From an optimization exercise on the open Yosys and OpenROAD flow, aimed at small area, a short achievable clock period and few clock cycles; shortcuts taken in it are not production practice.
At most, simulation tests tie the RTL to the original design; equivalence was not proved.

Design projeto, start of the top module:
module projeto(
    input ck,
    input inicio,
    input rst,
    input [15:0] X,
    input [15:0] A,
    input [15:0] B,
    input [15:0] C,
    output pronto,
    output overflow,
    output [15:0] resultado
);
    reg busy, pr, ov;
    reg [15:0] r;
    wire [15:0] m = busy ? r : A;
    wire [15:0] k = busy ? C : B;
    wire [15:0] s;
    wire o;
    mac u(.m(m), .x(X), .k(k), .s(s), .o(o));
    always @(posedge ck) begin
        r  <= s;
        ov <= o | (busy & ov);
        if (rst) begin
            busy <= 1'b0;
            pr   <= 1'b0;
        end else begin
            busy <= ~busy & inicio;
            pr   <= busy;
        end
    end
    assign pronto = pr;
    assign resultado = r;
    assign overflow = ov;
endmodule
==> flow/config.mk <==
export PLATFORM = sky130hd
export DESIGN_NAME = projeto
export DESIGN_NICKNAME = projeto
export VERILOG_FILES = /design/flow/design.v
export SDC_FILE = /design/flow/constraint.sdc
export NUM_CORES = 4
export LEC_CHECK = 0
export CAP_MARGIN = 20
export CORE_MARGIN = 2
export CORE_UTILIZATION = 40
export SETUP_SLACK_MARGIN = 2.7
export SLEW_MARGIN = 20
==> flow/constraint.sdc <==
create_clock -name core_clock -period 9.5 [get_ports {ck}]
set_input_delay 1.9000 -clock core_clock [delete_from_list [all_inputs] [get_ports {ck}]]
set_output_delay 1.9000 -clock core_clock [all_outputs]
set_load 0.01 [all_outputs]
standard.sh (not shown) runs the stock make flow with config.mk's settings and CLKGATE_MAP_FILE= SYNTH_SCRIPT=/design/flow/synth_recipe.tcl, a recipe that flattens the netlist after the stock synthesis.
==> flow/flow/run.sh <==
#!/bin/bash
# Standard ORFS layout with two changes: Yosys's early "abc -fast" is skipped so the
# explicit adder tree in the RTL maps straight onto full-adder cells, and port buffers
# use the smallest buffer.
set -euo pipefail
export SYNTH_ARGS="-noabc"
export BUFFER_PORTS_ARGS="-buffer_cell sky130_fd_sc_hd__buf_1"
bash standard.sh > standard.log 2>&1
The baseline passed the timing, design-rule and antenna checks.
Rerun with:
--- a/flow/config.mk
+++ b/flow/config.mk
@@ -11 +11 @@
-export SETUP_SLACK_MARGIN = 2.7
+export SETUP_SLACK_MARGIN = 2.0
Outcome:
- cell count goes down by about 1.4%
- maximum frequency goes down by about 4.6%
- worst setup slack gets worse by 0.32 ns
- global-route usage goes down by 0.22 points
- routed wire length goes down by 0.92%
- non-clock buffer count goes down by 9
- synthesized area stays the same
- design area goes down by 3.2%
Rerun with:
--- a/flow/config.mk
+++ b/flow/config.mk
@@ -11 +10,0 @@
-export SETUP_SLACK_MARGIN = 2.0
Outcome:
- The changed run went through all stages and came out clean
- area after synthesis does not change
- global-route usage does not change
No functional check of the RTL was part of any run of this note.

* * *

Another version of the RTL of projeto (not shown whole).
Size: ~19 flip-flops, about 85 I/O pins.
## projeto
module projeto(
    input ck,
    input inicio,
    input rst,
    input [15:0] X,
    input [15:0] A,
    input [15:0] B,
    input [15:0] C,
    output pronto,
    output overflow,
    output [15:0] resultado
);
    reg busy, pr, ov;
    reg [15:0] r;
    wire [15:0] m = busy ? r : A;
    wire [15:0] k = busy ? C : B;
    wire [15:0] s;
    wire o;
    mac u(.m(m), .x(X), .k(k), .s(s), .o(o));
    always @(posedge ck) begin
        r  <= s;
        ov <= o | (busy & ov);
        if (rst) begin
            busy <= 1'b0;
            pr   <= 1'b0;
        end else begin
            busy <= ~busy & inicio;
            pr   <= busy;
        end
    end
    assign pronto = pr;
    assign resultado = r;
    assign overflow = ov;
endmodule
clock: 9.5 ns
lec_check: 0
abc_clock_period_in_ps: 5500
cap_margin: 20
core_margin: 2
core_utilization: 40
setup_slack_margin: 3.5
slew_margin: 20
run.sh (not shown) runs the stock make flow with config.mk's settings and CLKGATE_MAP_FILE= SYNTH_SCRIPT=/design/flow/synth_recipe.tcl, a recipe that flattens the netlist after the stock synthesis.
Stock flow here: none of the scripts above is used.
The baseline produced a clean layout.
Then changed:
==> flow/flow/run.sh (new file) <==
#!/bin/bash
# Standard ORFS layout with two changes: Yosys's early "abc -fast" is skipped so the
# explicit adder tree in the RTL maps straight onto full-adder cells, and port buffers
# use the smallest buffer.
set -euo pipefail
export SYNTH_ARGS="-noabc"
export BUFFER_PORTS_ARGS="-buffer_cell sky130_fd_sc_hd__buf_1"
bash standard.sh > standard.log 2>&1
==> flow/standard.sh (new file) <==
#!/bin/bash
# synth_recipe.tcl (not shown) runs the flow's synth.tcl, then flattens the netlist and writes it again
# the make line also repeats each setting of config.mk as NAME=value (left out here)
make -C /OpenROAD-flow-scripts/flow DESIGN_CONFIG=/design/flow/config.mk WORK_HOME=/design/flow/orfs CLKGATE_MAP_FILE= SYNTH_SCRIPT=/design/flow/synth_recipe.tcl "${@:-finish}"
- ABC_CLOCK_PERIOD_IN_PS: 5500 -> not set
- SETUP_SLACK_MARGIN: 3.5 -> 3.2
removed: flow/run.sh
=> The new run ran to the end with no violations; design area went down by 15%; sequential cell count stays the same; core utilization fell by 5.8 points.
Function was not checked in any run of this note: the RTL went through the layout flow alone.

* * *

projeto, a different RTL version from the one above (not shown whole).
Size in the first run: about 480 cells after synthesis, ~85 I/O pins.
==> flow/config.mk <==
export PLATFORM = sky130hd
export DESIGN_NAME = projeto
export DESIGN_NICKNAME = projeto
export VERILOG_FILES = /design/flow/design.v
export SDC_FILE = /design/flow/constraint.sdc
export NUM_CORES = 4
export LEC_CHECK = 0
export CAP_MARGIN = 20
export CORE_MARGIN = 2
export CORE_UTILIZATION = 60
export CTS_BUF_LIST = sky130_fd_sc_hd__clkbuf_8
export SETUP_SLACK_MARGIN = 3.8
export SLEW_MARGIN = 20
==> flow/constraint.sdc <==
create_clock -name core_clock -period 9.5 [get_ports {ck}]
set_input_delay 1.9000 -clock core_clock [delete_from_list [all_inputs] [get_ports {ck}]]
set_output_delay 1.9000 -clock core_clock [all_outputs]
set_load 0.01 [all_outputs]
standard.sh (not shown) runs the stock make flow with config.mk's settings and CLKGATE_MAP_FILE= SYNTH_SCRIPT=/design/flow/synth_recipe.tcl, a recipe that flattens the netlist after the stock synthesis.
==> flow/flow/run.sh <==
#!/bin/bash
# Standard ORFS layout with two changes: Yosys's early "abc -fast" is skipped so the
# explicit adder tree in the RTL maps straight onto full-adder cells, and port buffers
# use the smallest buffer.
set -euo pipefail
export SYNTH_ARGS="-noabc"
export BUFFER_PORTS_ARGS="-buffer_cell sky130_fd_sc_hd__buf_1"
bash standard.sh > standard.log 2>&1
Testbench counts at the start, summed over its fixed seeds: cycles 4,800.
Change:
CORE_UTILIZATION = 40   (was 60)
CTS_BUF_LIST = not set   (was sky130_fd_sc_hd__clkbuf_8)
Final cell count rises by 10%. Sequential share of layout area goes down by 0.25 points. Area after synthesis stays the same.
Change:
CORE_UTILIZATION = 70   (was 40)
CTS_BUF_LIST = sky130_fd_sc_hd__clkbuf_4   (was not set)
What happened: The new run finished clean; register-to-register slack stays flat; clock-buffer cell count decreases by 2; routed wire length goes down by a few percent; first-iteration DRC count rises by a quarter to a third; global-route usage increases by 14 points; clock skew went up by 0.0099 ns; fmax came out higher slightly; worst setup slack gains 0.017 ns; die area shrinks by well over a third.
Change:
CAP_MARGIN = 0   (was 20)
CORE_UTILIZATION = 40   (was 70)
CTS_BUF_LIST = not set   (was sky130_fd_sc_hd__clkbuf_4)
SLEW_MARGIN = 0   (was 20)
Outcome: Die area climbs by 71%; count of clock-buffer cells in the layout climbs by 2; wire length climbs by 2.1%; area after synthesis is unchanged; maximum frequency drops by 0.30%; critical path depth drops by 1.

what the ideal ports hide:
The results above use ideal ports. As a check the final layouts listed here were re-extracted and re-timed, cells and wires unchanged.
Step 1 (the two cells are an assumption about what drives the block):
set clk [get_ports {ck}]
set_driving_cell -lib_cell sky130_fd_sc_hd__clkbuf_16 $clk
set_driving_cell -lib_cell sky130_fd_sc_hd__buf_2 [delete_from_list [all_inputs] $clk]
Step 2 also shifts input and output timing later by t, the mid clock arrival at the registers, as if the neighbouring blocks saw the same clock.
Slacks: no drivers / after step 1 / after step 2; pairs: no drivers / after step 1.
| run | t (ns) | setup WS [ns] | slew at the worst register clock pin (ns) | worst slew at a driven data input, ns | pins driven straight from the clock port |
|---|---|---|---|---|---|
| the first run of note 1 | 0.279 | 2.908 / 2.919 / 2.640 | 0.06 / 0.06 | 0.03 | 1 |
| the second run of note 1 | 0.279 | 2.588 / 2.599 / 2.320 | 0.06 / 0.06 | 0.03 | 1 |
| the third run of note 1 | 0.279 | 2.588 / 2.599 / 2.320 | 0.06 / 0.06 | 0.03 | 1 |
| the first run of note 2 | 0.278 | 2.625 / 2.619 / 2.342 | 0.05 / 0.05 | 0.04 | 1 |
| the second run of note 2 | 0.283 | 3.130 / 3.140 / 2.856 | 0.06 / 0.06 | 0.05 | 1 |
| the first run of note 3 | 0.315 | 3.904 / 3.902 / 3.587 | 0.07 / 0.07 | 0.03 | 1 |
| the second run of note 3 | 0.314 | 3.887 / 3.901 / 3.587 | 0.05 / 0.05 | 0.06 | 1 |
| the third run of note 3 | 0.357 | 3.904 / 3.906 / 3.549 | 0.11 / 0.11 | 0.04 | 1 |
| the fourth run of note 3 | 0.314 | 3.887 / 3.901 / 3.587 | 0.05 / 0.05 | 0.06 | 1 |
After both steps setup and hold are still met in every run listed. For the third run of note 3, which loses most, drivers alone change the setup slack by +0.002 ns; drivers and shift together by -0.355 ns.
